What follows belongs to an exercise in optimizing a design on an open flow for small area; a production flow would make more cautious choices.
Function was checked by simulation only, so behaviour that the tests miss may differ from the original.
In runs 3 to 8 the design's own scripts or RTL, not TritonCTS, make the clock network.
The clock input has no modelled driver; a real chip could not lean on it and would need a root buffer or a full tree.
Power is estimated from default activity; no workload was simulated.

**flow/flow/run.sh**
```bash
#!/bin/bash
# Layout flow: the standard flow (standard.sh) with three changes made
# through ORFS's own hooks and variables:
#  - after floorplanning, logic cells are set to their smallest drive strength
#    (flow/downsize.tcl); later repair steps upsize what timing, slew or
#    capacitance need;
#  - ports are buffered with buf_1;
#  - clock tree synthesis does not add dummy loads.
set -euo pipefail
here=$(pwd)
export POST_FLOORPLAN_TCL="$here/flow/downsize.tcl"
export BUFFER_PORTS_ARGS="-buffer_cell sky130_fd_sc_hd__buf_1"
export CTS_ARGS="-sink_clustering_enable -repair_clock_nets -dont_use_dummy_load -buf_list sky130_fd_sc_hd__clkbuf_16 -sink_clustering_size 60 -sink_clustering_max_diameter 500"
bash standard.sh > "$here/standard_flow.log" 2>&1
```
**flow/flow/downsize.tcl**
```tcl
# Set every combinational cell to the smallest drive strength of its function.
set dont_use [split $::env(DONT_USE_CELLS)]
set n 0
foreach inst [[ord::get_db_block] getInsts] {
  set m [[$inst getMaster] getName]
  if { ![regexp {^(sky130_fd_sc_hd__)([a-z0-9]+)_([0-9]+)$} $m -> pfx fn drive] } { continue }
  if { [string match "df*" $fn] || [string match "edf*" $fn] || [string match "sdf*" $fn] } { continue }
  if { [string match "*tap*" $fn] || [string match "*fill*" $fn] || [string match "conb" $fn] } { continue }
  foreach d {0 1 2} {
    if { $d >= $drive } { break }
    set cand "${pfx}${fn}_${d}"
    if { [lsearch -exact $dont_use $cand] >= 0 } { continue }
    if { [[ord::get_db] findMaster $cand] eq "NULL" } { continue }
    replace_cell [$inst getName] $cand
    incr n
    break
  }
}
puts "downsize: $n cells set to a smaller drive strength"
```
**flow/standard.sh**
```bash
#!/bin/bash
# synth_recipe.tcl (not shown) runs the flow's synth.tcl, then flattens the netlist and writes it again
# the make line also repeats each setting of config.mk as NAME=value (left out here)
make -C /OpenROAD-flow-scripts/flow DESIGN_CONFIG=/design/flow/config.mk WORK_HOME=/design/flow/orfs CLKGATE_MAP_FILE= SYNTH_SCRIPT=/design/flow/synth_recipe.tcl "${@:-finish}"
```
**flow/config.mk**
```make
export PLATFORM = sky130hd
export DESIGN_NAME = my_uart_top
export DESIGN_NICKNAME = my_uart_top
export VERILOG_FILES = /design/flow/design.v
export SDC_FILE = /design/flow/constraint.sdc
export NUM_CORES = 4
export LEC_CHECK = 0
export CAP_MARGIN = 20
export CORE_MARGIN = 2
export CORE_UTILIZATION = 40
export SLEW_MARGIN = 20
```
**flow/constraint.sdc**
```tcl
create_clock -name core_clock -period 10.0 [get_ports {FPGA_CLK}]
set_input_delay 2.0000 -clock core_clock [delete_from_list [all_inputs] [get_ports {FPGA_CLK}]]
set_output_delay 2.0000 -clock core_clock [all_outputs]
set_load 0.01 [all_outputs]
```
**flow/design.v**
```verilog
module speed_select #(parameter [12:0] C = 13'd0, parameter [12:0] G = 13'h1fff,
                      parameter [12:0] D = 13'd0, parameter [3:0] LP = 4'd0, parameter KX = 1'b0)
                    (input clk, input rst_n, input bps_start, output clk_bps);
	reg [12:0] q;
	wire [11:0] nat = q[12:1] ^ G[11:0];
	wire [12:0] force_c = G & {13{~bps_start}};
	wire [11:0] n = (nat & ~force_c[11:0]) | (C[11:0] & force_c[11:0]);
	function lit(input integer j, input p);
		lit = p ? (G[j-1] ? n[j-1] : ~q[j]) : q[j];
	endfunction
	wire h = q[0] ^ KX ^ ((lit(1, LP[0]) & lit(7, LP[1]) & lit(8, LP[2])) | lit(5, LP[3]));
	wire n12 = force_c[12] ? C[12] : h;
	always @(posedge clk) q <= {n12, n};
	assign clk_bps = (q == D);
endmodule
module my_uart_rx(input clk, input rst_n, input rs232_rx, input clk_bps,
                  output [7:0] rx_data, output reg rx_int, output fire);
	reg [2:0] e;
	wire neg = e[2];
	always @(posedge clk or negedge rst_n)
		if (!rst_n) e <= 3'b000;
		else begin
			e[0] <= rs232_rx;
			e[1] <= e[0] & (rs232_rx | e[1]);
			e[2] <= ~rs232_rx & e[1] & ~e[0];
		end
	reg [3:0] num;
	wire fin = num[3] & ~num[1] & num[0];                 
	assign fire = num[3] & ~num[2] & num[1] & ~num[0];    
	wire post12 = num[3] & (num[2] ? ~num[1] & ~num[0] : num[1] & num[0]);   
	always @(posedge clk or negedge rst_n)
		if (!rst_n) rx_int <= 1'b0;
		else rx_int <= neg | (rx_int & ~fin);
	always @(posedge clk or negedge rst_n)
		if (!rst_n) num <= 4'b1000;
		else if (fire | (fin & neg)) num <= 4'b1000;
		else if ((rx_int & clk_bps) | post12 | fin) num <= num - 1'b1;
	reg [7:0] sh;
	always @(posedge clk)
		if (clk_bps & ~num[3]) sh <= {rs232_rx, sh[7:1]};
	assign rx_data = sh;
endmodule
module my_uart_tx(input clk, input rst_n, input [7:0] rx_data, input fire, input clk_bps,
                  output rs232_tx, output reg tx_en);
	reg [3:0] num;
	reg [7:0] tx_data;
	reg tx_r;
	wire fin = ~num[3] & ~num[2] & num[1];    
	always @(posedge clk or negedge rst_n)
		if (!rst_n) tx_en <= 1'b0;
		else tx_en <= fire | (tx_en & ~fin);
	always @(posedge clk)
		if (fire) tx_data <= rx_data;
	always @(posedge clk)
		if (!tx_en) num <= 4'b0111;
		else if (clk_bps) num <= num + 1'b1;
	always @(posedge clk or negedge rst_n)
		if (!rst_n) tx_r <= 1'b1;
		else if (tx_en & clk_bps) tx_r <= num[3] ? tx_data[num[2:0]] : ~num[2];
	assign rs232_tx = tx_r;
endmodule
module my_uart_top(input wire FPGA_CLK, input wire FPGA_RST, input wire UART_RXD, output wire UART_TXD);
	wire rx_int, tx_en, clk_bps1, clk_bps2, fire;
	wire [7:0] rx_data;
	speed_select #(.C(13'd8191), .G(13'h1445), .D(13'd1613), .LP(4'b0011), .KX(1'b1))
		speed_rx(.clk(FPGA_CLK), .rst_n(FPGA_RST), .bps_start(rx_int), .clk_bps(clk_bps1));
	my_uart_rx my_uart_rx(.clk(FPGA_CLK), .rst_n(FPGA_RST), .rs232_rx(UART_RXD), .clk_bps(clk_bps1),
	                      .rx_data(rx_data), .rx_int(rx_int), .fire(fire));
	speed_select #(.C(13'd8191), .G(13'h115c), .D(13'd4627), .LP(4'b0011), .KX(1'b0))
		speed_tx(.clk(FPGA_CLK), .rst_n(FPGA_RST), .bps_start(tx_en), .clk_bps(clk_bps2));
	my_uart_tx my_uart_tx(.clk(FPGA_CLK), .rst_n(FPGA_RST), .rx_data(rx_data), .fire(fire), .clk_bps(clk_bps2),
	                      .rs232_tx(UART_TXD), .tx_en(tx_en));
endmodule
```
==> results of run 1 <==
[metal layers]
layer,track usage [%],vias to the layer above,part of all wire (%)
met5,0,-,0
met2,19.0,12,48
met4,8.64,0,3.1
li1,-,505,-
met1,13.8,482,45
met3,3.87,7,3.8
[sequential cells by signal (all words and copies together) (netlist names)]
signal / count
my_uart_tx.tx_data: 8
my_uart_tx.tx_r: 1
my_uart_rx.num: 4
my_uart_rx.sh: 8
my_uart_rx.rx_int: 1
speed_rx.q: 13
my_uart_tx.tx_en: 1
my_uart_rx.e: 3
speed_tx.q: 13
my_uart_tx.num: 4
[through the flow]
stage               setup slack [ps]  power, mW
finish                          7040      0.458
global route                    7010      0.482
CTS                             7030      0.466
detailed placement              7340      0.308
global placement                7350      0.306
floorplan                       7470      0.299
[cell families after synthesis]
| logic type | synth area share, % |
|---|---|
| flip-flops | 69.9 |
| AND/OR/NAND/NOR | 15.5 |
| AO/OA/AOI/OAI | 5.38 |
| XOR/XNOR | 2.29 |
| multiplexers | 3.67 |
| adder cells (fa/ha/maj) | 2.62 |
| buffers and inverters | 0.590 |
[cells in the mapped netlist, types with 3 or more instances]
library cell	number	share of area [%]
dfxtp_1	30	31
nand2_1	18	3.5
edfxtp_1	16	25
dfrtp_1	8	10
a21oi_1	5	1.3
ha_1	4	2.6
nor2_1	4	0.79
or4b_1	4	2.1
xnor2_1	4	1.8
a21o_1	3	1.2
o21ai_1	3	0.79
[power by group]
group          switching [mW]  internal [mW]  total [mW]
Combinational         0.00982         0.0129      0.0227
Clock                  0.0666         0.0885       0.155
Sequential             0.0177          0.262       0.280
Total                  0.0940          0.364       0.458
[final cells by class]
class / count / area [sq um]
Clock buffer: 5 / 125
Tap cell: 54 / 67.6
Inverter: 2 / 7.51
Sequential cell: 56 / 1330
Multi-Input combinational cell: 76 / 529
Timing Repair Buffer: 4 / 18.8
Fill cell: 423 / 2580
[cell usage in the layout, fill, tap and decap left out, types with 4 or more instances in the layout]
cell and count:
a21oi_1 5, dfrtp_1 8, o21ai_0 4, nor2_1 4, nand2_1 19, edfxtp_1 16
clkbuf_16 5, xnor2_1 4, dfxtp_1 30, or4b_1 4, ha_1 4
[path summary, 6_finish.rpt]
| check | start | end | slack, ps |
|---|---|---|---|
| max | my_uart_tx.tx_r$_DFFE_PN1P_ | UART_TXD | 7040 |
| max reg2reg | speed_tx.q[8]$_DFF_P_ | my_uart_tx.num[3]$_SDFFE_PN0N_ | 7660 |
| min in group asynchronous | FPGA_RST | my_uart_rx.num[0]$_DFFE_PN0P_ | 1670 |
| min reg2reg | speed_tx.q[2]$_DFF_P_ | speed_tx.q[1]$_DFF_P_ | 350 |
| min | speed_tx.q[2]$_DFF_P_ | speed_tx.q[1]$_DFF_P_ | 350 |
| max in group asynchronous | FPGA_RST | my_uart_tx.tx_r$_DFFE_PN1P_ | 7950 |
==> results.sh, run 1 <==
export IMPL_post_cts_resized=0
export IMPL_drc=0
export IMPL_grt_max_degree=20
export IMPL_rsz0062_at_grt="false"
export IMPL_gp_congestion=0.733
export IMPL_hold_buffers=0
export IMPL_detail_route_antenna_nets=0
export IMPL_drtPass1Iterations=4
export IMPL_critPathCaptureType="primary output"
export IMPL_hold_path_class="flip-flop to flip-flop"
export IMPL_routed_via_density=5.11
export IMPL_port_buffers=3
export IMPL_crit_type="flip-flop to primary output"
export IMPL_first_global_vias=1033
export IMPL_synth_edf_count=16
export IMPL_irDropWorstVdd_v=0.0000978
export IMPL_utilization_pct=44.7
export IMPL_grt_ovfl_total=0
export IMPL_cp_required_ps=8000
export IMPL_die_y_microns=73.1
export IMPL_worst_r2r_cell_count=5
export IMPL_start_kind="flip-flop"
export IMPL_diodes=0
export IMPL_die_w_microns=73.1
export IMPL_clkTransAtPathRegs_ps=50
export IMPL_grt_pass1_wl_microns=4670
export IMPL_fp_coreArea_sq_um=4660
export IMPL_layout_cells_non_filler=197
export IMPL_ys_warnings_count=4
export IMPL_htreeDepth=2
export IMPL_arrival_ps=960
export IMPL_wl_per_cell_microns=13.3
export IMPL_synth_nets=142
export IMPL_cts_setup_buffers=0
export IMPL_timing_hold_violations_final=0
export IMPL_netlist_area_sq_um=1910
export IMPL_setup_viol_count_final=0
export IMPL_wl_microns=2630
export IMPL_holdWs_ps=347
export IMPL_cp_max_fo=2
export IMPL_cts_max_path_buffers=2
export IMPL_postSynthAreaPerCell_sq_um=14.1
export IMPL_p_leak_nw=0.788
export IMPL_clock_skew_ps=15.7
export IMPL_worstMarginPinSlew_ps=998
export IMPL_critical_path_depth=1
export IMPL_start_util_pct=40.9
export IMPL_synth_ff_latch_count=56
export IMPL_root_buffer="clkbuf_16"
export IMPL_dp_hpwl_microns=1860
export IMPL_cpMaxStageDelayCell="dfstp_2"
export IMPL_io_pins=4
export IMPL_design_area_sq_um=2080
export IMPL_cts_made_buffers=5
export IMPL_fmax_mhz=338
export IMPL_final_nets=152
export IMPL_layout_drive_gt1_share_pct=5.59
export IMPL_hold_depth=0
export IMPL_ys_async_sr_fraction_pct=17.9
export IMPL_vias=1006
export IMPL_setup_tns_ps=0
export IMPL_maxCapViolCount=0
export IMPL_status="finished clean"
export IMPL_maxSlewViolCount=0
export IMPL_crit_family="flip-flops"
export IMPL_area_growth_pct=9.11
export IMPL_slowest_delay_ps=530
export IMPL_drt_iter0_drc=44
export IMPL_seq_area_frac_synth_pct=69.9
export IMPL_synthFlopType="dfxtp_1"
export IMPL_path_cells="buf_1"
export IMPL_critical_path_buf_inv_count=1
export IMPL_cts_tree="done"
export IMPL_design_die_area_sq_um=5340
export IMPL_grt_antenna_before_repair=0
export IMPL_place_area_sq_um=1960
export IMPL_netlist_instances=135
export IMPL_placed_cells=192
export IMPL_clock_latency_ps=290
export IMPL_slew_headroom_pct=32.9
export IMPL_cts_sinks=56
export IMPL_grt_usage_pct=12.1
export IMPL_num_rows=25
export IMPL_min_period_ps=2960
export IMPL_synth_cell_types=37
export IMPL_timing_final_crit_share_pct=29.6
export IMPL_p_per_area_nw_per_um2=220
==> inputs of run 2 (changes only) <==
==> flow/flow/run.sh (replaced) <==
#!/bin/bash
# Layout flow: the standard flow (standard.sh) with three changes made
# through ORFS's own hooks and variables:
#  - after floorplanning, logic cells are set to their smallest drive strength
#    (flow/downsize.tcl); later repair steps upsize what timing, slew or
#    capacitance need;
#  - ports are buffered with buf_1;
#  - the clock tree is built by flow/clock_tree.tcl (run in the CTS step in
#    place of clock_tree_synthesis): the clock port drives a few clkbuf_8,
#    each driving the flip-flops of one region of the layout.
set -euo pipefail
here=$(pwd)
export POST_FLOORPLAN_TCL="$here/flow/restructure.tcl"
export BUFFER_PORTS_ARGS="-buffer_cell sky130_fd_sc_hd__buf_1"
export PRE_CTS_TCL="$here/flow/clock_tree.tcl"
export CLOCK_TREE_BUFFERS=3
bash standard.sh > "$here/standard_flow.log" 2>&1
==> flow/flow/clock_tree.tcl (new file) <==
# Sourced by ORFS's cts.tcl before it calls clock_tree_synthesis; replaces that
# command with a one-level tree: the clock port drives CLOCK_TREE_BUFFERS
# clkbuf_8 cells, each driving the clock pins of the flip-flops in one strip
# of the layout (flip-flops sorted by x and split into equal groups). The
# buffers are placed at their group's centre; cts.tcl legalizes them.
rename clock_tree_synthesis orfs_clock_tree_synthesis
proc clock_tree_synthesis { args } {
  set block [ord::get_db_block]
  set db [ord::get_db]
  set nbuf $::env(CLOCK_TREE_BUFFERS)
  set master [$db findMaster sky130_fd_sc_hd__clkbuf_8]
  set clk [$block findNet FPGA_CLK]
  set sinks {}
  foreach it [$clk getITerms] {
    set inst [$it getInst]
    set loc [$inst getLocation]
    lappend sinks [list [lindex $loc 0] [lindex $loc 1] $it]
  }
  set sinks [lsort -integer -index 0 $sinks]
  set n [llength $sinks]
  puts "clock_tree.tcl: $n clock sinks, $nbuf buffers"
  for { set b 0 } { $b < $nbuf } { incr b } {
    set lo [expr { $b * $n / $nbuf }]
    set hi [expr { ($b + 1) * $n / $nbuf - 1 }]
    set grp [lrange $sinks $lo $hi]
    set sx 0; set sy 0
    foreach s $grp { incr sx [lindex $s 0]; incr sy [lindex $s 1] }
    set cx [expr { $sx / [llength $grp] }]
    set cy [expr { $sy / [llength $grp] }]
    set buf [odb::dbInst_create $block $master "clkbuf_leaf_$b"]
    set net [odb::dbNet_create $block "clknet_leaf_$b"]
    $net setSigType CLOCK
    [$buf findITerm A] connect $clk
    [$buf findITerm X] connect $net
    foreach s $grp {
      set it [lindex $s 2]
      $it disconnect
      $it connect $net
    }
    $buf setLocation $cx $cy
    $buf setPlacementStatus PLACED
    puts "clock_tree.tcl: clkbuf_leaf_$b drives [llength $grp] sinks at ($cx, $cy)"
  }
}
==> flow/flow/restructure.tcl (new file) <==
# Re-map the combinational logic for area with OpenROAD's restructure (ABC),
# then set cells to their smallest drive strength.
restructure -target area -slack_threshold 0 -depth_threshold 0 \
  -liberty_file $::env(LIB_FILES) \
  -tielo_port sky130_fd_sc_hd__conb_1/LO -tiehi_port sky130_fd_sc_hd__conb_1/HI \
  -work_dir [file join $::env(OBJECTS_DIR) restructure] \
  -abc_logfile [file join $::env(LOG_DIR) restructure_abc.log]
source [file join [file dirname [info script]] downsize.tcl]
==> run 2 against run 1 <==
Compared with the run above: the run now fails in floorplan (2_1_floorplan); synthesized cell count is the same; area after synthesis unchanged.
==> results.sh, run 2 <==
export IMPL_synth_nets=142
export IMPL_synth_mux_area_fraction_pct=3.67
export IMPL_num_rows=25
export IMPL_postSynthAreaPerCell_sq_um=14.1
export IMPL_synthAdderAreaFrac_pct=2.62
export IMPL_post_synth_top_count_cell="dfxtp_1"
export IMPL_stop_error="[ERROR RMP-0003] Cannot open file /design/flow/orfs/objects/sky130hd/my_uart_top/base/restructure/my_uart_top0ord_abc_script.tcl for writing."
export IMPL_synth_ff_latch_count=56
export IMPL_die_y_microns=73.1
export IMPL_start_util_pct=40.9
export IMPL_synth_xor_area_share_pct=2.30
export IMPL_ys_warnings_count=4
export IMPL_netlist_instances=135
export IMPL_haltStage="floorplan (2_1_floorplan)"
export IMPL_synth_top_family_by_area="simple AND/OR/NAND/NOR gates"
export IMPL_ys_async_sr_fraction_pct=17.9
export IMPL_synth_cell_types=37
export IMPL_die_w_microns=73.1
export IMPL_synth_top_cell_area_share_pct=31.5
export IMPL_synth_simple_gate_area_share_pct=15.5
export IMPL_synthFlopType="dfxtp_1"
export IMPL_synth_commonest_cells="dfxtp_1 (30), nand2_1 (18), edfxtp_1 (16), dfrtp_1 (8), a21oi_1 (5)"
export IMPL_synth_compound_area_share_pct=5.38
export IMPL_yosysTopAreaCell="dfxtp_1"
export IMPL_status="did not finish"
export IMPL_synth_area_leaders="dfxtp_1 (31%), edfxtp_1 (25%), dfrtp_1 (10%)"
export IMPL_synth_edf_count=16
export IMPL_netlist_area_sq_um=1910
export IMPL_seq_area_frac_synth_pct=69.9
-- run 2: cell counts after synthesis --
Identical to the previous run, type by type.
-- run 2: logic make-up after synthesis --
group / Yosys count
mux: 4
buf+inv: 3
simple gates: 48
xor+xnor: 5
flops: 56
fa+ha+maj: 4
compound gates: 15
==> inputs of run 3 (changes only) <==
--- a/flow/flow/restructure.tcl
+++ b/flow/flow/restructure.tcl
@@ -2,2 +2,4 @@
 # then set cells to their smallest drive strength.
+set rdir [file join $::env(OBJECTS_DIR) restructure]
+file mkdir $rdir
 restructure -target area -slack_threshold 0 -depth_threshold 0 \
@@ -5,3 +7,3 @@
   -tielo_port sky130_fd_sc_hd__conb_1/LO -tiehi_port sky130_fd_sc_hd__conb_1/HI \
-  -work_dir [file join $::env(OBJECTS_DIR) restructure] \
+  -work_dir $rdir \
   -abc_logfile [file join $::env(LOG_DIR) restructure_abc.log]
==> run 3 against run 2 <==
Compared with the run above: now clean on timing, DRC and antenna; synthesized cell count unchanged; area after synthesis unchanged.
==> results.sh, run 3 <==
export IMPL_p_leak_nw=0.678
export IMPL_hold_path_class="flip-flop to flip-flop"
export IMPL_layout_cells_non_filler=201
export IMPL_post_cts_resized=0
export IMPL_fmax_mhz=351
export IMPL_design_die_area_sq_um=5340
export IMPL_clock_latency_ps=160
export IMPL_netlist_instances=135
export IMPL_cp_required_ps=8000
export IMPL_synth_cell_types=37
export IMPL_largest_registers="speed_rx.q (13), speed_tx.q (13)"
export IMPL_detail_route_antenna_nets=0
export IMPL_synth_ff_latch_count=56
export IMPL_synth_edf_count=16
export IMPL_hold_buffers=0
export IMPL_synth_area_leaders="dfxtp_1 (31%), edfxtp_1 (25%), dfrtp_1 (10%)"
export IMPL_hold_depth=0
export IMPL_setup_viol_count_final=0
export IMPL_die_w_microns=73.1
export IMPL_clkTransAtPathRegs_ps=110
export IMPL_p_per_area_nw_per_um2=198
export IMPL_path_cells="buf_1"
export IMPL_status="finished clean"
export IMPL_maxSlewViolCount=0
export IMPL_fp_coreArea_sq_um=4660
export IMPL_irDropWorstVdd_v=0.000114
export IMPL_gp_congestion=0.797
export IMPL_first_global_vias=1005
export IMPL_final_common_cell="dfxtp_1"
export IMPL_arrival_ps=850
export IMPL_synth_nets=142
export IMPL_yosysTopAreaCell="dfxtp_1"
export IMPL_vias=1009
export IMPL_area_growth_pct=0.459
export IMPL_diodes=0
export IMPL_cts_setup_buffers=0
export IMPL_io_pins=4
export IMPL_drtPass1Iterations=4
export IMPL_routed_via_density=5.02
export IMPL_die_y_microns=73.1
export IMPL_min_period_ps=2850
export IMPL_start_kind="flip-flop"
export IMPL_slowest_delay_ps=540
export IMPL_p_switching_uw=77.7
export IMPL_postSynthAreaPerCell_sq_um=14.1
export IMPL_p_int_uw=301
export IMPL_fillCellCount=430
export IMPL_timing_final_crit_share_pct=28.5
export IMPL_regArea_sq_um=1330
export IMPL_clock_skew_ps=10.0
export IMPL_timing_hold_violations_final=0
export IMPL_grt_pass1_wl_microns=4650
export IMPL_port_buffers=3
export IMPL_critPathCaptureType="primary output"
export IMPL_maxCapViolCount=0
export IMPL_p_seq_share_pct=73.8
export IMPL_placed_cells=198
export IMPL_grt_max_degree=20
export IMPL_sw_frac_of_total_pct=20.5
export IMPL_p_comb_share_pct=5.4
export IMPL_synth_top_cell_area_share_pct=31.5
export IMPL_slew_headroom_pct=58.8
export IMPL_wl_microns=2580
export IMPL_dp_hpwl_microns=1870
export IMPL_drt_iter0_drc=73
export IMPL_worstMarginPinSlew_ps=614
export IMPL_ys_warnings_count=4
export IMPL_wl_per_cell_microns=12.8
export IMPL_setup_tns_ps=0
export IMPL_rsz0062_at_grt="false"
export IMPL_synthFlopType="dfxtp_1"
export IMPL_final_nets=152
export IMPL_cpMaxStageDelayCell="dfstp_2"
export IMPL_critical_path_buf_inv_count=1
export IMPL_critical_path_depth=1
export IMPL_num_rows=25
export IMPL_grt_ovfl_total=0
export IMPL_start_util_pct=40.9
export IMPL_crit_family="flip-flops"
export IMPL_seq_area_frac_synth_pct=69.9
export IMPL_synth_commonest_cells="dfxtp_1 (30), nand2_1 (18), edfxtp_1 (16), dfrtp_1 (8), a21oi_1 (5)"
export IMPL_crit_type="flip-flop to primary output"
export IMPL_netlist_area_sq_um=1910
export IMPL_drc=0
export IMPL_grt_antenna_before_repair=0
export IMPL_grt_usage_pct=10.5
export IMPL_multi_input_area_sq_um=403
export IMPL_final_cell_mix="dfxtp_1 (30), edfxtp_1 (16), clkinv_1 (14), nand2_1 (13), nor2_1 (10)"
export IMPL_clkPwrFrac_pct=20.7
export IMPL_cp_max_fo=2
export IMPL_ys_async_sr_fraction_pct=17.9
export IMPL_post_synth_top_count_cell="dfxtp_1"
export IMPL_worst_r2r_cell_count=8
export IMPL_layout_drive_gt1_share_pct=4.76
## run 3: cell counts after synthesis
Identical to the previous run, type by type.
## run 3: cell type report
type                    instances  share of cell area, %
well taps                      54                   3.52
repair buffers                  4                  0.979
multi-input cells              70                   21.0
plain buffers                   3                   2.15
flip-flops and latches         56                   69.6
inverters                      14                   2.74
## run 3: kinds of logic after synthesis
kind of cell | synth area share (%)
fa+ha+maj | 2.62
mux | 3.67
buf+inv | 0.590
simple gates | 15.5
compound gates | 5.38
flops | 69.9
xor+xnor | 2.29
## run 3: worst paths after layout
check,from,to,slack [ps]
worst max-delay path,my_uart_tx.tx_r$_DFFE_PN1P_,UART_TXD,7150
worst min-delay path,speed_rx.q[2]$_DFF_P_,speed_rx.q[1]$_DFF_P_,350
worst max register to register,speed_tx.q[9]$_DFF_P_,my_uart_tx.num[3]$_SDFFE_PN0N_,8070
worst min register to register,speed_rx.q[2]$_DFF_P_,speed_rx.q[1]$_DFF_P_,350
max in group asynchronous,FPGA_RST,my_uart_rx.e[0]$_DFF_PN0_,7810
min in group asynchronous,FPGA_RST,my_uart_rx.rx_int$_DFF_PN0_,1800
## run 3: per-stage QoR
stage	power [mW]	setup slack, ps	hold slack, ps	util (%)	cell area [sq um]
finish	0.379	7150	349	41.1	1920
global route	0.399	7110	363	41.1	1920
global placement	0.302	7340	335	40.1	1870
detailed placement	0.305	7340	340	40.1	1870
floorplan	0.299	7470	322	-	1910
CTS	0.367	7340	340	41.0	1910
## run 3: metal layers
layer	wire [microns]	track usage, %
met5	0	0
met4	37	1.85
met3	80	0.829
met2	1240	18.2
met1	1220	14.5
## run 3: power by group through the flow
stage | registers (mW) | logic, mW | clock network (mW)
2_1_floorplan | 0.278 | 0.0205 | 0
3_3_place_gp | 0.282 | 0.0197 | 0
3_5_place_dp | 0.285 | 0.0203 | 0
4_1_cts | 0.285 | 0.0207 | 0.0613
5_1_grt | 0.285 | 0.0238 | 0.0899
6_report | 0.280 | 0.0205 | 0.0785
==> inputs of run 4 (changes only) <==
--- a/flow/flow/run.sh
+++ b/flow/flow/run.sh
@@ -12,3 +12,3 @@
 here=$(pwd)
-export POST_FLOORPLAN_TCL="$here/flow/restructure.tcl"
+export POST_FLOORPLAN_TCL="$here/flow/downsize.tcl"
 export BUFFER_PORTS_ARGS="-buffer_cell sky130_fd_sc_hd__buf_1"
removed: flow/flow/restructure.tcl
==> run 4 against run 3 <==
Compared with the run above: combinational power rose by 11%; still clean on timing, DRC and antenna; via count shrank 2.3%; critical path type unchanged; cell count decreased by 3.0%; total power rose by 0.40%; clock skew shrank 0.75 ps; sequential power hardly changed; maximum frequency is 0.31% lower; critical path depth stayed put; cell area grew 4.2%; utilization increased by 1.7 points; clock power about the same; global-route usage shrank 0.17 points.
==> results.sh, run 4 <==
export IMPL_final_common_cell="dfxtp_1"
export IMPL_design_die_area_sq_um=5340
export IMPL_synthAdderAreaFrac_pct=2.62
export IMPL_wl_microns=2520
export IMPL_gp_congestion=0.733
export IMPL_detail_route_antenna_nets=0
export IMPL_synth_top_cell_area_share_pct=31.5
export IMPL_post_synth_top_count_cell="dfxtp_1"
export IMPL_die_w_microns=73.1
export IMPL_wl_per_cell_microns=12.9
export IMPL_cts_setup_buffers=0
export IMPL_crit_family="flip-flops"
export IMPL_dp_slack_ps=7340
export IMPL_worstHoldStart="speed_rx.q[2]$_DFF_P_"
export IMPL_p_int_uw=303
export IMPL_io_pins=4
export IMPL_largest_registers="speed_rx.q (13), speed_tx.q (13)"
export IMPL_p_leak_nw=0.748
export IMPL_synth_cell_types=37
export IMPL_drc=0
export IMPL_clock_latency_ps=160
export IMPL_synth_compound_area_share_pct=5.38
export IMPL_ys_async_sr_fraction_pct=17.9
export IMPL_hold_path_class="flip-flop to flip-flop"
export IMPL_fmax_mhz=350
export IMPL_maxSlewViolCount=0
export IMPL_sw_frac_of_total_pct=20.4
export IMPL_synth_nets=142
export IMPL_port_buffers=3
export IMPL_post_cts_resized=0
export IMPL_hold_buffers=0
export IMPL_synth_ff_latch_count=56
export IMPL_status="finished clean"
export IMPL_grt_pass1_wl_microns=4560
export IMPL_cpMaxStageDelayCell="dfstp_2"
export IMPL_routed_via_density=5.06
export IMPL_worstMarginPinSlew_ps=998
export IMPL_layout_drive_gt1_share_pct=4.26
export IMPL_path_cells="buf_1"
export IMPL_synth_edf_count=16
export IMPL_min_period_ps=2860
export IMPL_dp_hpwl_microns=1860
export IMPL_fillCellCount=430
export IMPL_critical_path_buf_inv_count=1
export IMPL_p_switching_uw=77.5
export IMPL_p_per_area_nw_per_um2=190
export IMPL_critPathCaptureType="primary output"
export IMPL_synth_xor_area_share_pct=2.30
export IMPL_r2r_end="my_uart_tx.num[3]$_SDFFE_PN0N_"
export IMPL_diodes=0
export IMPL_timing_hold_violations_final=0
export IMPL_netlist_instances=135
export IMPL_seq_area_frac_synth_pct=69.9
export IMPL_cp_max_fo=2
export IMPL_hold_depth=0
export IMPL_netlist_area_sq_um=1910
export IMPL_maxCapViolCount=0
export IMPL_setup_tns_ps=0
export IMPL_grt_antenna_before_repair=0
export IMPL_p_comb_share_pct=6.0
export IMPL_ys_warnings_count=4
export IMPL_final_nets=150
export IMPL_yosysTopAreaCell="dfxtp_1"
export IMPL_fp_coreArea_sq_um=4660
export IMPL_grt_max_degree=20
export IMPL_slowest_delay_ps=540
export IMPL_vias=986
export IMPL_start_kind="flip-flop"
export IMPL_synthFlopType="dfxtp_1"
export IMPL_r2r_start="speed_tx.q[8]$_DFF_P_"
export IMPL_worst_r2r_cell_count=5
export IMPL_grt_ovfl_total=0
export IMPL_irDropWorstVdd_v=0.000105
export IMPL_synth_top_family_by_area="simple AND/OR/NAND/NOR gates"
export IMPL_rsz0062_at_grt="false"
export IMPL_synth_area_leaders="dfxtp_1 (31%), edfxtp_1 (25%), dfrtp_1 (10%)"
export IMPL_synth_commonest_cells="dfxtp_1 (30), nand2_1 (18), edfxtp_1 (16), dfrtp_1 (8), a21oi_1 (5)"
export IMPL_die_y_microns=73.1
export IMPL_timing_final_crit_share_pct=28.6
export IMPL_clkTransAtPathRegs_ps=100
export IMPL_p_seq_share_pct=73.5
export IMPL_crit_type="flip-flop to primary output"
export IMPL_final_cell_mix="dfxtp_1 (30), nand2_1 (19), edfxtp_1 (16), dfrtp_1 (8), a21oi_1 (5)"
export IMPL_min_to="speed_rx.q[1]$_DFF_P_"
export IMPL_cp_required_ps=8000
export IMPL_drtPass1Iterations=4
export IMPL_synth_simple_gate_area_share_pct=15.5
export IMPL_slew_headroom_pct=32.8
export IMPL_r2r_slack_ps=7650
export IMPL_start_util_pct=40.9
export IMPL_num_rows=25
export IMPL_setup_viol_count_final=0
export IMPL_grt_usage_pct=10.3
export IMPL_drt_iter0_drc=25
export IMPL_first_global_vias=1013
export IMPL_fin_ws_ps=7140
export IMPL_postSynthAreaPerCell_sq_um=14.1
export IMPL_synth_mux_area_fraction_pct=3.67
export IMPL_clock_skew_ps=9.30
export IMPL_arrival_ps=860
export IMPL_area_growth_pct=4.72
export IMPL_clkPwrFrac_pct=20.6
-- run 4: cell types whose count changed in the layout (fill, tap and decap cells not counted), moves of 3 or more --
cell      before  now
clkinv_1      14    0
ha_1           0    4
nand2_1       13   19
nor2_1        10    4
nor3_1         5    0
o21ai_0        7    4
o21bai_1       3    0
o22ai_1        5    0
or4b_1         0    4
xnor2_1        0    4
-- run 4: worst max-delay path by stage --
stage / slack (ps) / start / cells past startpoint / endpoint
after floorplan: 7470 / my_uart_tx.tx_r$_DFFE_PN1P_ / 0 / UART_TXD
after global placement: 7350 / my_uart_tx.tx_r$_DFFE_PN1P_ / 1 / UART_TXD
after detailed placement: 7340 / my_uart_tx.tx_r$_DFFE_PN1P_ / 1 / UART_TXD
after CTS: 7340 / my_uart_tx.tx_r$_DFFE_PN1P_ / 1 / UART_TXD
after global routing: 7100 / my_uart_tx.tx_r$_DFFE_PN1P_ / 1 / UART_TXD
final: 7140 / my_uart_tx.tx_r$_DFFE_PN1P_ / 1 / UART_TXD
-- run 4: final cells by class --
cell class / count / area, sq um / share of cell area (%)
Sequential cell: 56 / 1330 / 66.8
Multi-Input combinational cell: 76 / 529 / 26.5
Tap cell: 54 / 67.6 / 3.38
Buffer: 3 / 41.3 / 2.07
Timing Repair Buffer: 4 / 18.8 / 0.939
Inverter: 2 / 7.51 / 0.376
-- run 4: cells by family after synthesis --
logic type	Yosys count
AOI/OAI and AO/OA	15
DFF	56
xor gates and xnor gates	5
and+or+nand+nor	48
buffers and inverters	3
adders and majority gates	4
muxes	4
-- run 4: through the flow --
step	utilization, %	instances	total power [mW]	hold slack (ps)	cell area, sq um
6_report	42.9	195	0.380	353	2000
5_1_grt	42.9	195	0.403	352	2000
4_1_cts	42.9	195	0.370	337	2000
3_5_place_dp	42.0	192	0.308	337	1960
3_3_place_gp	42.0	192	0.306	329	1960
2_1_floorplan	-	135	0.299	322	1910
-- run 4: per-layer routing --
metal  global-route usage, %  vias to the layer above  share of wire, %
li1                        -                      499                 -
met1                    12.9                      480                45
met2                    19.5                        5                51
met3                    1.10                        2               2.9
met4                    1.23                        0               1.2
met5                       0                        -                 0
-- run 4: power by group through the flow --
stage / Sequential (mW) / Combinational [mW] / Clock (mW)
2_1_floorplan: 0.278 / 0.0205 / 0
3_3_place_gp: 0.283 / 0.0229 / 0
3_5_place_dp: 0.285 / 0.0229 / 0
4_1_cts: 0.285 / 0.0233 / 0.0613
5_1_grt: 0.283 / 0.0266 / 0.0934
6_report: 0.279 / 0.0227 / 0.0782
==> inputs of run 5 (changes only) <==
--- a/flow/design.v
+++ b/flow/design.v
@@ -1,3 +1,4 @@
 module speed_select #(parameter [12:0] C = 13'd0, parameter [12:0] G = 13'h1fff,
-                      parameter [12:0] D = 13'd0, parameter [3:0] LP = 4'd0, parameter KX = 1'b0)
+                      parameter [12:0] D = 13'd0, parameter [12:0] DM = 13'h1fff,
+                      parameter [3:0] LP = 4'd0, parameter KX = 1'b0)
                     (input clk, input rst_n, input bps_start, output clk_bps);
@@ -13,3 +14,3 @@
 	always @(posedge clk) q <= {n12, n};
-	assign clk_bps = (q == D);
+	assign clk_bps = ((q ^ D) & DM) == 13'd0;
 endmodule
@@ -64,3 +65,3 @@
 	wire [7:0] rx_data;
-	speed_select #(.C(13'd8191), .G(13'h1445), .D(13'd1613), .LP(4'b0011), .KX(1'b1))
+	speed_select #(.C(13'd8191), .G(13'h1445), .D(13'd1613), .DM(13'h1ff6), .LP(4'b0011), .KX(1'b1))
 		speed_rx(.clk(FPGA_CLK), .rst_n(FPGA_RST), .bps_start(rx_int), .clk_bps(clk_bps1));
@@ -68,3 +69,3 @@
 	                      .rx_data(rx_data), .rx_int(rx_int), .fire(fire));
-	speed_select #(.C(13'd8191), .G(13'h115c), .D(13'd4627), .LP(4'b0011), .KX(1'b0))
+	speed_select #(.C(13'd8191), .G(13'h115c), .D(13'd4627), .DM(13'h0dff), .LP(4'b0011), .KX(1'b0))
 		speed_tx(.clk(FPGA_CLK), .rst_n(FPGA_RST), .bps_start(tx_en), .clk_bps(clk_bps2));
==> run 5 against run 4 <==
Compared with the run above: critical path type unchanged; flip-flop and latch count stayed put; first-iteration DRC count is 72% higher; worst setup slack better by 14 ps; maximum frequency increased by 0.50%; global-route usage increased by 0.29 points; cell area is 2.5% higher; synthesized cell count rose by 5.9%; combinational power increased by 53%; sequential share of layout area decreased by 1.6 points.
==> results.sh, run 5 <==
export IMPL_synth_cell_types=40
export IMPL_worstMarginPinSlew_ps=588
export IMPL_slowest_delay_ps=540
export IMPL_cpMaxStageDelayCell="dfstp_2"
export IMPL_post_cts_resized=0
export IMPL_regArea_sq_um=1330
export IMPL_critical_path_buf_inv_count=1
export IMPL_crit_family="flip-flops"
export IMPL_area_growth_pct=4.80
export IMPL_hold_buffers=0
export IMPL_rsz0062_at_grt="false"
export IMPL_yosysTopAreaCell="dfxtp_1"
export IMPL_maxCapViolCount=0
export IMPL_design_die_area_sq_um=5460
export IMPL_synthFlopType="dfxtp_1"
export IMPL_grt_pass1_wl_microns=4750
export IMPL_io_pins=4
export IMPL_port_buffers=3
export IMPL_cp_required_ps=8000
export IMPL_detail_route_antenna_nets=0
export IMPL_vias=1058
export IMPL_routed_via_density=4.97
export IMPL_drc=0
export IMPL_arrival_ps=840
export IMPL_synth_commonest_cells="dfxtp_1 (30), edfxtp_1 (16), nand2_1 (16), dfrtp_1 (8), nor2_1 (5)"
export IMPL_irDropWorstVdd_v=0.0000982
export IMPL_p_leak_nw=0.784
export IMPL_clock_latency_ps=160
export IMPL_synth_edf_count=16
export IMPL_grt_ovfl_total=0
export IMPL_hold_path_class="flip-flop to flip-flop"
export IMPL_fillCellCount=441
export IMPL_place_area_sq_um=2010
export IMPL_timing_hold_violations_final=0
export IMPL_seq_area_frac_synth_pct=68.2
export IMPL_netlist_instances=143
export IMPL_start_kind="flip-flop"
export IMPL_drtPass1Iterations=4
export IMPL_diodes=0
export IMPL_drt_iter0_drc=43
export IMPL_final_common_cell="dfxtp_1"
export IMPL_design_area_sq_um=2050
export IMPL_die_y_microns=73.9
export IMPL_path_cells="buf_1"
export IMPL_maxSlewViolCount=0
export IMPL_utilization_pct=43.4
export IMPL_ys_warnings_count=4
export IMPL_holdWs_ps=338
export IMPL_num_rows=25
export IMPL_setup_tns_ps=0
export IMPL_final_nets=155
export IMPL_gp_congestion=0.802
export IMPL_post_synth_top_count_cell="dfxtp_1"
export IMPL_cts_setup_buffers=0
export IMPL_grt_usage_pct=10.6
export IMPL_first_global_vias=1026
export IMPL_dp_hpwl_microns=1980
export IMPL_synth_nets=150
export IMPL_grt_max_degree=20
export IMPL_crit_type="flip-flop to primary output"
export IMPL_netlist_area_sq_um=1950
export IMPL_start_util_pct=41.4
export IMPL_min_period_ps=2840
export IMPL_critPathCaptureType="primary output"
export IMPL_p_per_area_nw_per_um2=195
export IMPL_largest_registers="speed_rx.q (13), speed_tx.q (13)"
export IMPL_setup_viol_count_final=0
export IMPL_synth_ff_latch_count=56
export IMPL_slew_headroom_pct=60.3
export IMPL_clkTransAtPathRegs_ps=100
export IMPL_status="finished clean"
export IMPL_final_cell_mix="dfxtp_1 (30), nand2_1 (16), edfxtp_1 (16), dfrtp_1 (8), nor2_1 (5)"
export IMPL_die_w_microns=73.9
export IMPL_timing_final_crit_share_pct=28.4
export IMPL_wl_microns=2760
export IMPL_synth_area_leaders="dfxtp_1 (31%), edfxtp_1 (25%), dfrtp_1 (10%)"
export IMPL_grt_antenna_before_repair=0
export IMPL_wl_per_cell_microns=13.0
export IMPL_layout_drive_gt1_share_pct=3.42
export IMPL_fp_coreArea_sq_um=4720
export IMPL_fmax_mhz=352
export IMPL_cp_max_fo=2
export IMPL_multi_input_area_sq_um=567
export IMPL_synth_top_cell_area_share_pct=30.7
export IMPL_ys_async_sr_fraction_pct=17.9
export IMPL_clock_skew_ps=3.90
export IMPL_postSynthAreaPerCell_sq_um=13.7
run 5: cell count changes after synthesis, sizes merged, moves of 3 or more:
| cell | previous run | this run |
|---|---|---|
| or4b | 4 | 0 |
| o31ai | 0 | 3 |
| nand2 | 19 | 16 |
| xnor2 | 4 | 1 |
run 5: cell families after synthesis:
logic type,count (synthesis),synth area share (%)
mux,7,4.42
buf+inv,6,1.15
compound gates,20,7.17
simple gates,46,14.7
flops,56,68.2
fa+ha+maj,4,2.56
xor+xnor,4,1.79
run 5: cell type report:
class / instances / area share (%)
inverter: 3 / 0.550
multi-input combinational: 81 / 27.7
tap: 67 / 4.09
timing repair buffer: 3 / 0.550
sequential: 56 / 65.1
buffer: 3 / 2.02
run 5: report_power, final:
group	total (mW)	internal, mW	switching (mW)
logic	0.0348	0.0185	0.0164
registers	0.285	0.264	0.0208
clock network	0.0796	0.0279	0.0516
run 5: per-stage QoR:
step | setup slack [ps] | cells | total power, mW
CTS | 7350 | 213 | 0.387
floorplan | 7470 | 143 | 0.313
finish | 7160 | 213 | 0.399
detailed placement | 7350 | 210 | 0.325
global route | 7120 | 213 | 0.423
global placement | 7350 | 210 | 0.321
run 5: path summary, 6_finish.rpt:
path | start | slack, ps | end | depth (start not counted)
min in group asynchronous | FPGA_RST | 1800 | my_uart_rx.num[0]$_DFFE_PN0P_ | 1
min | speed_tx.q[12]$_SDFF_PN1_ | 340 | speed_tx.q[11]$_DFF_P_ | 0
max | my_uart_tx.tx_r$_DFFE_PN1P_ | 7160 | UART_TXD | 1
max reg2reg | speed_tx.q[7]$_DFF_P_ | 8160 | my_uart_tx.num[3]$_SDFFE_PN0N_ | 4
min reg2reg | speed_tx.q[12]$_SDFF_PN1_ | 340 | speed_tx.q[11]$_DFF_P_ | 0
max in group asynchronous | FPGA_RST | 7820 | my_uart_tx.tx_r$_DFFE_PN1P_ | 1
run 5: routing by layer:
metal	global-route usage, %	wire length [microns]	vias to the layer above
met5	0	0	-
met3	0.960	74	4
met2	19.7	1390	10
li1	-	-	525
met1	13.9	1280	519
met4	0.808	20	0
==> inputs of run 6 (changes only) <==
--- a/flow/flow/run.sh
+++ b/flow/flow/run.sh
@@ -12,3 +12,3 @@
 here=$(pwd)
-export POST_FLOORPLAN_TCL="$here/flow/downsize.tcl"
+export POST_FLOORPLAN_TCL="$here/flow/restructure.tcl"
 export BUFFER_PORTS_ARGS="-buffer_cell sky130_fd_sc_hd__buf_1"
==> flow/flow/restructure.tcl (new file) <==
# Re-map the combinational logic for area with OpenROAD's restructure (ABC),
# then set cells to their smallest drive strength.
set rdir [file join $::env(OBJECTS_DIR) restructure]
file mkdir $rdir
restructure -target area -slack_threshold 0 -depth_threshold 0 \
  -liberty_file $::env(LIB_FILES) \
  -tielo_port sky130_fd_sc_hd__conb_1/LO -tiehi_port sky130_fd_sc_hd__conb_1/HI \
  -work_dir $rdir \
  -abc_logfile [file join $::env(LOG_DIR) restructure_abc.log]
restructure -target area -slack_threshold 0 -depth_threshold 0 \
  -liberty_file $::env(LIB_FILES) \
  -tielo_port sky130_fd_sc_hd__conb_1/LO -tiehi_port sky130_fd_sc_hd__conb_1/HI \
  -work_dir $rdir \
  -abc_logfile [file join $::env(LOG_DIR) restructure_abc.log]
source [file join [file dirname [info script]] downsize.tcl]
==> run 6 against run 5 <==
Compared with the run above: largest power group unchanged; synthesized cell count stayed put; combinational power is 28% lower; via count is 5.5% lower; utilization is 2.6 points lower; cell area is 6.1% lower.
==> results.sh, run 6 <==
export IMPL_postSynthAreaPerCell_sq_um=13.7
export IMPL_first_global_vias=1016
export IMPL_cts_setup_buffers=0
export IMPL_critPathLaunch="my_uart_tx.tx_r$_DFFE_PN1P_"
export IMPL_critPathCaptureType="primary output"
export IMPL_port_buffers=3
export IMPL_final_nets=150
export IMPL_netlist_area_sq_um=1950
export IMPL_r2r_slack_ps=8150
export IMPL_gp_congestion=0.739
export IMPL_fp_coreArea_sq_um=4720
export IMPL_setup_tns_ps=0
export IMPL_synth_edf_count=16
export IMPL_synth_commonest_cells="dfxtp_1 (30), edfxtp_1 (16), nand2_1 (16), dfrtp_1 (8), nor2_1 (5)"
export IMPL_netlist_instances=143
export IMPL_seq_area_frac_synth_pct=68.2
export IMPL_fillCellCount=458
export IMPL_crit_family="flip-flops"
export IMPL_grt_antenna_before_repair=0
export IMPL_maxSlewViolCount=0
export IMPL_arrival_ps=850
export IMPL_r2r_end="my_uart_rx.num[0]$_DFFE_PN0P_"
export IMPL_design_die_area_sq_um=5460
export IMPL_clkTransAtPathRegs_ps=110
export IMPL_min_period_ps=2850
export IMPL_hold_depth=0
export IMPL_vias=1000
export IMPL_clock_latency_ps=160
export IMPL_cpMaxStageDelayCell="dfstp_2"
export IMPL_synth_ff_latch_count=56
export IMPL_irDropWorstVdd_v=0.000129
export IMPL_worst_r2r_cell_count=7
export IMPL_yosysTopAreaCell="dfxtp_1"
export IMPL_die_w_microns=73.9
export IMPL_start_util_pct=41.4
export IMPL_cp_required_ps=8000
export IMPL_drt_iter0_drc=39
export IMPL_synth_nets=150
export IMPL_num_rows=25
export IMPL_p_per_area_nw_per_um2=203
export IMPL_start_kind="flip-flop"
export IMPL_design_area_sq_um=1920
export IMPL_fmax_mhz=351
export IMPL_crit_type="flip-flop to primary output"
export IMPL_slowest_delay_ps=540
export IMPL_diodes=0
export IMPL_synth_cell_types=40
export IMPL_dp_hpwl_microns=1860
export IMPL_rsz0062_at_grt="false"
export IMPL_timing_hold_violations_final=0
export IMPL_clock_skew_ps=10.8
export IMPL_synthFlopType="dfxtp_1"
export IMPL_place_area_sq_um=1880
export IMPL_drc=0
export IMPL_path_cells="buf_1"
export IMPL_grt_max_degree=20
export IMPL_wl_per_cell_microns=11.8
export IMPL_die_y_microns=73.9
export IMPL_routed_via_density=4.72
export IMPL_layout_cells_non_filler=212
export IMPL_io_pins=4
export IMPL_largest_registers="speed_rx.q (13), speed_tx.q (13)"
export IMPL_final_cell_mix="dfxtp_1 (30), edfxtp_1 (16), clkinv_1 (15), nand2_1 (11), dfrtp_1 (8)"
export IMPL_critical_path_buf_inv_count=1
export IMPL_grt_ovfl_total=0
export IMPL_cp_max_fo=2
export IMPL_grt_usage_pct=9.84
export IMPL_slew_headroom_pct=63.1
export IMPL_p_leak_nw=0.680
export IMPL_area_growth_pct=-1.60
export IMPL_status="finished clean"
export IMPL_drtPass1Iterations=4
export IMPL_ys_async_sr_fraction_pct=17.9
export IMPL_holdWs_ps=339
export IMPL_timing_final_crit_share_pct=28.5
export IMPL_wl_microns=2500
export IMPL_placed_cells=209
export IMPL_hold_buffers=0
export IMPL_hold_path_class="flip-flop to flip-flop"
export IMPL_post_synth_top_count_cell="dfxtp_1"
export IMPL_worstMarginPinSlew_ps=554
export IMPL_maxCapViolCount=0
export IMPL_ys_warnings_count=4
export IMPL_final_common_cell="dfxtp_1"
export IMPL_synth_top_cell_area_share_pct=30.7
export IMPL_detail_route_antenna_nets=0
export IMPL_post_cts_resized=0
export IMPL_r2r_start="speed_rx.q[11]$_DFF_P_"
export IMPL_crit_path_end="UART_TXD"
export IMPL_critical_path_depth=1
export IMPL_layout_drive_gt1_share_pct=4.83
export IMPL_setup_viol_count_final=0
export IMPL_grt_pass1_wl_microns=4430
export IMPL_synth_area_leaders="dfxtp_1 (31%), edfxtp_1 (25%), dfrtp_1 (10%)"
[run 6: cell counts after synthesis]
Identical to the previous run, type by type.
[run 6: stage by stage]
stage | util [%] | power, mW | setup WS, ps
after floorplan | - | 0.313 | 7470
after CTS | 40.7 | 0.379 | 7340
after global placement | 39.8 | 0.313 | 7350
after global routing | 40.7 | 0.411 | 7120
final | 40.7 | 0.390 | 7150
after detailed placement | 39.8 | 0.316 | 7340
[run 6: layout make-up]
class / count / area (sq um) / share of cell area [%]
plain buffers: 3 / 41.3 / 2.15
well taps: 67 / 83.8 / 4.36
repair buffers: 5 / 26.3 / 1.37
multi-input cells: 66 / 382 / 19.8
flip-flops and latches: 56 / 1330 / 69.4
inverters: 15 / 56.3 / 2.93
[run 6: cells by family (layout without fill, tap and decap cells)]
kind of cell	count (synthesis)	in the layout	synth area share [%]
muxes	7	0	4.42
DFF	56	56	68.2
adders and majority gates	4	0	2.56
buffers and inverters	6	23	1.15
xor gates and xnor gates	4	0	1.79
and+or+nand+nor	46	35	14.7
AOI/OAI and AO/OA	20	31	7.17
[run 6: metal layers]
| layer | vias to the layer above | global-route usage [%] | routed length (microns) |
|---|---|---|---|
| li1 | 505 | - | - |
| met1 | 480 | 13.6 | 1220 |
| met2 | 12 | 17.4 | 1180 |
| met3 | 3 | 0.960 | 83 |
| met4 | 0 | 1.01 | 27 |
| met5 | - | 0 | 0 |
[run 6: worst min-delay path by stage]
stage                                         start                     end  slack (ps)
after CTS                 speed_tx.q[12]$_SDFF_PN1_  speed_tx.q[11]$_DFF_P_         320
after detailed placement  speed_tx.q[12]$_SDFF_PN1_  speed_tx.q[11]$_DFF_P_         320
after global routing      speed_tx.q[12]$_SDFF_PN1_  speed_tx.q[11]$_DFF_P_         340
final                     speed_tx.q[12]$_SDFF_PN1_  speed_tx.q[11]$_DFF_P_         340
after floorplan           speed_tx.q[12]$_SDFF_PN1_  speed_tx.q[11]$_DFF_P_         310
after global placement    speed_tx.q[12]$_SDFF_PN1_  speed_tx.q[11]$_DFF_P_         310
[run 6: power breakdown]
group          switching, mW  leakage (nW)  internal (mW)
Sequential            0.0201         0.514          0.266
Combinational         0.0131         0.145         0.0121
Clock                 0.0506        0.0216         0.0279
==> inputs of run 7 (changes only) <==
--- a/flow/flow/restructure.tcl
+++ b/flow/flow/restructure.tcl
@@ -9,7 +9,2 @@
   -abc_logfile [file join $::env(LOG_DIR) restructure_abc.log]
-restructure -target area -slack_threshold 0 -depth_threshold 0 \
-  -liberty_file $::env(LIB_FILES) \
-  -tielo_port sky130_fd_sc_hd__conb_1/LO -tiehi_port sky130_fd_sc_hd__conb_1/HI \
-  -work_dir $rdir \
-  -abc_logfile [file join $::env(LOG_DIR) restructure_abc.log]
 source [file join [file dirname [info script]] downsize.tcl]
==> run 7 against run 6 <==
Compared with the run above: combinational power down 14%; flip-flop and latch count unchanged; first-iteration DRC count is 130% higher; still clean on timing, DRC and antenna; highest routed layer unchanged; clock power grew 1%; maximum frequency down 0.22%; sequential share of layout area shrank 0.27 points; die area stayed put.
==> results.sh, run 7 <==
export IMPL_status="finished clean"
export IMPL_start_kind="flip-flop"
export IMPL_synth_cell_types=40
export IMPL_timing_hold_violations_final=0
export IMPL_synth_nets=150
export IMPL_p_per_area_nw_per_um2=196
export IMPL_port_buffers=3
export IMPL_area_growth_pct=-1.22
export IMPL_fin_ws_ps=7150
export IMPL_place_area_sq_um=1890
export IMPL_cts_setup_buffers=0
export IMPL_slowest_delay_ps=540
export IMPL_worstMarginPinSlew_ps=550
export IMPL_worstHoldStart="speed_tx.q[12]$_SDFF_PN1_"
export IMPL_synth_ff_latch_count=56
export IMPL_critical_path_buf_inv_count=1
export IMPL_fp_coreArea_sq_um=4720
export IMPL_grt_antenna_before_repair=0
export IMPL_final_cell_mix="dfxtp_1 (30), edfxtp_1 (16), nand2_1 (13), clkinv_1 (12), dfrtp_1 (8)"
export IMPL_hold_path_class="flip-flop to flip-flop"
export IMPL_grt_usage_pct=10.1
export IMPL_critPathLaunch="my_uart_tx.tx_r$_DFFE_PN1P_"
export IMPL_die_y_microns=73.9
export IMPL_final_nets=149
export IMPL_gp_congestion=0.696
export IMPL_yosysTopAreaCell="dfxtp_1"
export IMPL_critPathCaptureType="primary output"
export IMPL_maxSlewViolCount=0
export IMPL_wl_microns=2580
export IMPL_cp_required_ps=8000
export IMPL_ys_warnings_count=4
export IMPL_p_leak_nw=0.681
export IMPL_dp_slack_ps=7340
export IMPL_synthFlopType="dfxtp_1"
export IMPL_post_synth_top_count_cell="dfxtp_1"
export IMPL_final_common_cell="dfxtp_1"
export IMPL_drt_iter0_drc=90
export IMPL_cp_max_fo=2
export IMPL_cpMaxStageDelayCell="dfstp_2"
export IMPL_netlist_instances=143
export IMPL_grt_ovfl_total=0
export IMPL_hold_buffers=0
export IMPL_post_cts_resized=0
export IMPL_ys_async_sr_fraction_pct=17.9
export IMPL_crit_type="flip-flop to primary output"
export IMPL_die_w_microns=73.9
export IMPL_fmax_mhz=351
export IMPL_start_util_pct=41.4
export IMPL_first_global_vias=958
export IMPL_synth_commonest_cells="dfxtp_1 (30), edfxtp_1 (16), nand2_1 (16), dfrtp_1 (8), nor2_1 (5)"
export IMPL_detail_route_antenna_nets=0
export IMPL_irDropWorstVdd_v=0.000124
export IMPL_design_die_area_sq_um=5460
export IMPL_design_area_sq_um=1930
export IMPL_drc=0
export IMPL_seq_area_frac_synth_pct=68.2
export IMPL_crit_family="flip-flops"
export IMPL_grt_max_degree=20
export IMPL_path_cells="buf_1"
export IMPL_synth_top_cell_area_share_pct=30.7
export IMPL_maxCapViolCount=0
export IMPL_timing_final_crit_share_pct=28.5
export IMPL_vias=983
export IMPL_synth_edf_count=16
export IMPL_holdWs_ps=341
export IMPL_slew_headroom_pct=63.3
export IMPL_clkTransAtPathRegs_ps=110
export IMPL_min_period_ps=2850
export IMPL_clock_skew_ps=9.70
export IMPL_synth_area_leaders="dfxtp_1 (31%), edfxtp_1 (25%), dfrtp_1 (10%)"
export IMPL_clock_latency_ps=160
export IMPL_setup_viol_count_final=0
export IMPL_wl_per_cell_microns=12.2
export IMPL_postSynthAreaPerCell_sq_um=13.7
export IMPL_routed_via_density=4.66
export IMPL_diodes=0
export IMPL_io_pins=4
export IMPL_dp_hpwl_microns=1890
export IMPL_netlist_area_sq_um=1950
export IMPL_power_total_uw=379
export IMPL_arrival_ps=850
export IMPL_largest_registers="speed_rx.q (13), speed_tx.q (13)"
export IMPL_num_rows=25
export IMPL_rsz0062_at_grt="false"
export IMPL_r2r_start="speed_rx.q[2]$_DFF_P_"
export IMPL_layout_drive_gt1_share_pct=4.86
export IMPL_grt_pass1_wl_microns=4530
export IMPL_drtPass1Iterations=4
export IMPL_setup_tns_ps=0
## run 7: cell types whose count changed in the layout (fill, tap and decap cells not counted), moves of 2 or more
cell,before,now
a221oi_1,3,1
o21ai_0,7,5
a2bb2oi_1,0,2
nor3_1,6,4
clkinv_1,15,12
nand2b_1,2,4
nand2_1,11,13
## run 7: area by class of cell
cell class / count / area (sq um)
fillers: 446 / 2790
well taps: 67 / 83.8
multi-input cells: 68 / 400
repair buffers: 5 / 26.3
inverters: 12 / 45.0
flip-flops and latches: 56 / 1330
plain buffers: 3 / 41.3
## run 7: kinds of logic after synthesis
group | share of synthesized area (%)
muxes | 4.42
and+or+nand+nor | 14.7
adders and majority gates | 2.56
DFF | 68.2
xor gates and xnor gates | 1.79
AOI/OAI and AO/OA | 7.17
buffers and inverters | 1.15
## run 7: path summary, 6_finish.rpt
| kind | to | slack (ps) | depth (start not counted) |
|---|---|---|---|
| max reg2reg | my_uart_rx.num[1]$_DFFE_PN0P_ | 8230 | 6 |
| max in group asynchronous | my_uart_rx.num[3]$_DFFE_PN1P_ | 7840 | 1 |
| max | UART_TXD | 7150 | 1 |
| min in group asynchronous | my_uart_rx.num[0]$_DFFE_PN0P_ | 1780 | 1 |
| min reg2reg | speed_tx.q[11]$_DFF_P_ | 340 | 0 |
| min | speed_tx.q[11]$_DFF_P_ | 340 | 0 |
## run 7: where the power goes
| group | switching [mW] | internal, mW |
|---|---|---|
| logic | 0.00958 | 0.0121 |
| registers | 0.0161 | 0.262 |
| clock network | 0.0514 | 0.0279 |
## run 7: routing by layer
layer	vias to the layer above	global-route usage, %	part of all wire [%]
met1	468	14.9	49
met2	10	16.7	47
met3	2	1.23	2.9
met4	0	1.21	0.97
li1	503	-	-
met5	-	0	0
## run 7: metrics by stage
stage / utilization [%] / std cells
detailed placement: 40.0 / 208
global placement: 40.0 / 208
CTS: 40.9 / 211
finish: 40.9 / 211
global route: 40.9 / 211
floorplan: - / 143
==> inputs of run 8 (changes only) <==
--- a/flow/design.v
+++ b/flow/design.v
@@ -48,3 +48,3 @@
 	reg tx_r;
-	wire fin = ~num[3] & ~num[2] & num[1];    
+	wire fin = num[3] & ~num[1] & num[0];    
 	always @(posedge clk or negedge rst_n)
@@ -55,7 +55,7 @@
 	always @(posedge clk)
-		if (!tx_en) num <= 4'b0111;
-		else if (clk_bps) num <= num + 1'b1;
+		if (!tx_en) num <= 4'b1000;
+		else if (clk_bps) num <= num - 1'b1;
 	always @(posedge clk or negedge rst_n)
 		if (!rst_n) tx_r <= 1'b1;
-		else if (tx_en & clk_bps) tx_r <= num[3] ? tx_data[num[2:0]] : ~num[2];
+		else if (tx_en & clk_bps) tx_r <= num[3] ? num[2] : tx_data[~num[2:0]];
 	assign rs232_tx = tx_r;
--- a/flow/flow/restructure.tcl
+++ b/flow/flow/restructure.tcl
@@ -9,2 +9,7 @@
   -abc_logfile [file join $::env(LOG_DIR) restructure_abc.log]
+restructure -target area -slack_threshold 0 -depth_threshold 0 \
+  -liberty_file $::env(LIB_FILES) \
+  -tielo_port sky130_fd_sc_hd__conb_1/LO -tiehi_port sky130_fd_sc_hd__conb_1/HI \
+  -work_dir $rdir \
+  -abc_logfile [file join $::env(LOG_DIR) restructure_abc.log]
 source [file join [file dirname [info script]] downsize.tcl]
==> run 8 against run 7 <==
Compared with the run above: still clean; wire length decreased by 9.0%; via count decreased by 1.7%; register-to-register slack got worse by 30 ps; critical path type unchanged; largest power group unchanged; highest routed layer unchanged.
==> results.sh, run 8 <==
export IMPL_cp_required_ps=8000
export IMPL_rsz0062_at_grt="false"
export IMPL_critPathCaptureType="primary output"
export IMPL_worst_r2r_cell_count=8
export IMPL_timing_hold_violations_final=0
export IMPL_cp_max_fo=2
export IMPL_wl_per_cell_microns=12.2
export IMPL_vias=966
export IMPL_grt_usage_pct=8.81
export IMPL_gp_congestion=0.739
export IMPL_arrival_ps=840
export IMPL_num_rows=25
export IMPL_fin_ws_ps=7160
export IMPL_drc=0
export IMPL_dp_hpwl_microns=1740
export IMPL_p_leak_nw=0.689
export IMPL_layout_cells_non_filler=193
export IMPL_critPathLaunch="my_uart_tx.tx_r$_DFFE_PN1P_"
export IMPL_final_common_cell="dfxtp_1"
export IMPL_final_nets=144
export IMPL_synth_ff_latch_count=56
export IMPL_post_synth_top_count_cell="dfxtp_1"
export IMPL_cpMaxStageDelayCell="dfstp_2"
export IMPL_utilization_pct=40.3
export IMPL_placed_cells=190
export IMPL_holdWs_ps=342
export IMPL_wl_microns=2350
export IMPL_yosysTopAreaCell="dfxtp_1"
export IMPL_area_growth_pct=-1.38
export IMPL_seq_area_frac_synth_pct=70.0
export IMPL_die_w_microns=73.0
export IMPL_synth_xor_area_share_pct=2.76
export IMPL_power_total_uw=395
export IMPL_hold_depth=0
export IMPL_fmax_mhz=352
export IMPL_p_per_area_nw_per_um2=210
export IMPL_netlist_area_sq_um=1910
export IMPL_postSynthAreaPerCell_sq_um=13.8
export IMPL_start_kind="flip-flop"
export IMPL_r2r_start="speed_rx.q[7]$_DFF_P_"
export IMPL_synth_mux_area_fraction_pct=2.89
export IMPL_crit_type="flip-flop to primary output"
export IMPL_detail_route_antenna_nets=0
export IMPL_routed_via_density=5.01
export IMPL_drt_iter0_drc=44
export IMPL_synth_nets=145
export IMPL_synth_cell_types=34
export IMPL_slew_headroom_pct=58.0
export IMPL_synth_simple_gate_area_share_pct=14.0
export IMPL_regArea_sq_um=1330
export IMPL_synthAdderAreaFrac_pct=2.63
export IMPL_fillCellCount=447
export IMPL_grt_max_degree=20
export IMPL_io_pins=4
export IMPL_path_cells="buf_1"
export IMPL_hold_path_class="flip-flop to flip-flop"
export IMPL_grt_pass1_wl_microns=3950
export IMPL_multi_input_area_sq_um=365
export IMPL_synth_top_family_by_area="simple AND/OR/NAND/NOR gates"
export IMPL_irDropWorstVdd_v=0.000109
export IMPL_setup_viol_count_final=0
export IMPL_grt_antenna_before_repair=0
export IMPL_cts_setup_buffers=0
export IMPL_clock_skew_ps=8.01
export IMPL_first_global_vias=927
export IMPL_start_util_pct=40.9
export IMPL_status="finished clean"
export IMPL_synth_compound_area_share_pct=5.58
export IMPL_grt_ovfl_total=0
export IMPL_critical_path_depth=1
export IMPL_ys_async_sr_fraction_pct=17.9
export IMPL_fp_coreArea_sq_um=4660
export IMPL_worstHoldStart="speed_tx.q[12]$_SDFF_PN1_"
export IMPL_synth_edf_count=16
export IMPL_dp_slack_ps=7350
export IMPL_maxSlewViolCount=0
export IMPL_drtPass1Iterations=4
export IMPL_worstMarginPinSlew_ps=628
export IMPL_clkTransAtPathRegs_ps=100
export IMPL_netlist_instances=138
export IMPL_clock_latency_ps=160
export IMPL_hold_buffers=0
export IMPL_design_area_sq_um=1880
export IMPL_synth_top_cell_area_share_pct=31.5
export IMPL_layout_drive_gt1_share_pct=4.32
export IMPL_diodes=0
export IMPL_ys_warnings_count=4
export IMPL_post_cts_resized=0
export IMPL_min_period_ps=2840
export IMPL_final_cell_mix="dfxtp_1 (30), edfxtp_1 (16), clkinv_1 (14), nand2_1 (11), dfrtp_1 (8)"
export IMPL_synth_commonest_cells="dfxtp_1 (30), edfxtp_1 (16), nand2_1 (14), inv_1 (10), nor2_1 (10)"
export IMPL_design_die_area_sq_um=5330
export IMPL_largest_registers="speed_rx.q (13), speed_tx.q (13)"
export IMPL_maxCapViolCount=0
export IMPL_synthFlopType="dfxtp_1"
export IMPL_timing_final_crit_share_pct=28.4
export IMPL_die_y_microns=73.0
export IMPL_place_area_sq_um=1840
export IMPL_port_buffers=3
export IMPL_slowest_delay_ps=540
export IMPL_critical_path_buf_inv_count=1
export IMPL_setup_tns_ps=0
export IMPL_synth_area_leaders="dfxtp_1 (32%), edfxtp_1 (25%), dfrtp_1 (11%)"
export IMPL_crit_family="flip-flops"
[run 8: cell count changes in the layout (fill, tap and decap cells not counted), sizes merged, moves of 2 or more]
cell,change
nand2b,-4
a22o,+2
a2bb2oi,-2
clkinv,+2
nand2,-2
o22ai,+2
[run 8: logic make-up after synthesis]
family / count (synthesis)
buf+inv: 11
compound gates: 14
simple gates: 44
flops: 56
xor+xnor: 6
fa+ha+maj: 4
mux: 3
[run 8: cell type report]
| class | instances | area share, % |
|---|---|---|
| flip-flops and latches | 56 | 71.0 |
| multi-input cells | 62 | 19.4 |
| well taps | 54 | 3.60 |
| inverters | 14 | 2.80 |
| plain buffers | 3 | 2.20 |
| repair buffers | 4 | 0.999 |
[run 8: where the power goes]
group / internal [mW] / switching (mW) / leakage (nW)
sequential: 0.269 / 0.0210 / 0.514
clock: 0.0279 / 0.0485 / 0.0216
combinational: 0.0131 / 0.0162 / 0.153
[run 8: per-layer routing]
layer	track usage, %	share of wire [%]	vias up
met1	11.5	50	462
met3	1.24	2.7	2
met5	0	0	-
met2	15.7	46	9
met4	1.44	0.60	0
li1	-	-	493
[run 8: final timing paths]
path	endpoint	slack (ps)
hold reg to reg	speed_tx.q[11]$_DFF_P_	340
min in group asynchronous	my_uart_tx.tx_en$_DFF_PN0_	1780
hold / removal	speed_tx.q[11]$_DFF_P_	340
max in group asynchronous	my_uart_rx.num[3]$_DFFE_PN1P_	7850
setup reg to reg	my_uart_rx.num[2]$_DFFE_PN0P_	8200
setup / recovery	UART_TXD	7160

==> afterwards: timing with drivers on the ports <==
In the flow no input, the clock included, has a driving cell. The finished layouts below were timed again as built, in two steps.
Step 1, drivers: a clkbuf_16 drives FPGA_CLK and a buf_2 each remaining input, both assumed.
Step 2, shift: input delay + t, output delay - t, t = (earliest + latest rising clock arrival at the registers) / 2. This alone moves slack from input paths to output paths.
Slacks: ideal / step 1 / step 2; pairs: ideal / step 1.
run | shift t [ns] | setup WS [ns] | hold slack, ns | latest minus earliest clock arrival (ns) | slew at the worst register clock pin (ns)
run 1 | 0.316 | 7.043 / 7.012 / 7.328 | 0.347 / 0.347 / 0.347 | 0.017 / 0.018 | 0.07 / 0.07
run 3 | 0.200 | 7.152 / 7.108 / 7.308 | 0.349 / 0.349 / 0.349 | 0.010 / 0.010 | 0.11 / 0.11
run 4 | 0.198 | 7.143 / 7.099 / 7.297 | 0.353 / 0.353 / 0.353 | 0.010 / 0.010 | 0.10 / 0.10
run 5 | 0.200 | 7.157 / 7.115 / 7.314 | 0.338 / 0.338 / 0.338 | 0.005 / 0.005 | 0.10 / 0.10
run 6 | 0.197 | 7.153 / 7.112 / 7.309 | 0.339 / 0.339 / 0.339 | 0.012 / 0.012 | 0.11 / 0.11
run 7 | 0.201 | 7.147 / 7.103 / 7.304 | 0.341 / 0.341 / 0.341 | 0.010 / 0.009 | 0.11 / 0.11
run 8 | 0.195 | 7.158 / 7.117 / 7.312 | 0.342 / 0.342 / 0.342 | 0.010 / 0.010 | 0.10 / 0.10
After both steps setup and hold are still met in every run listed.
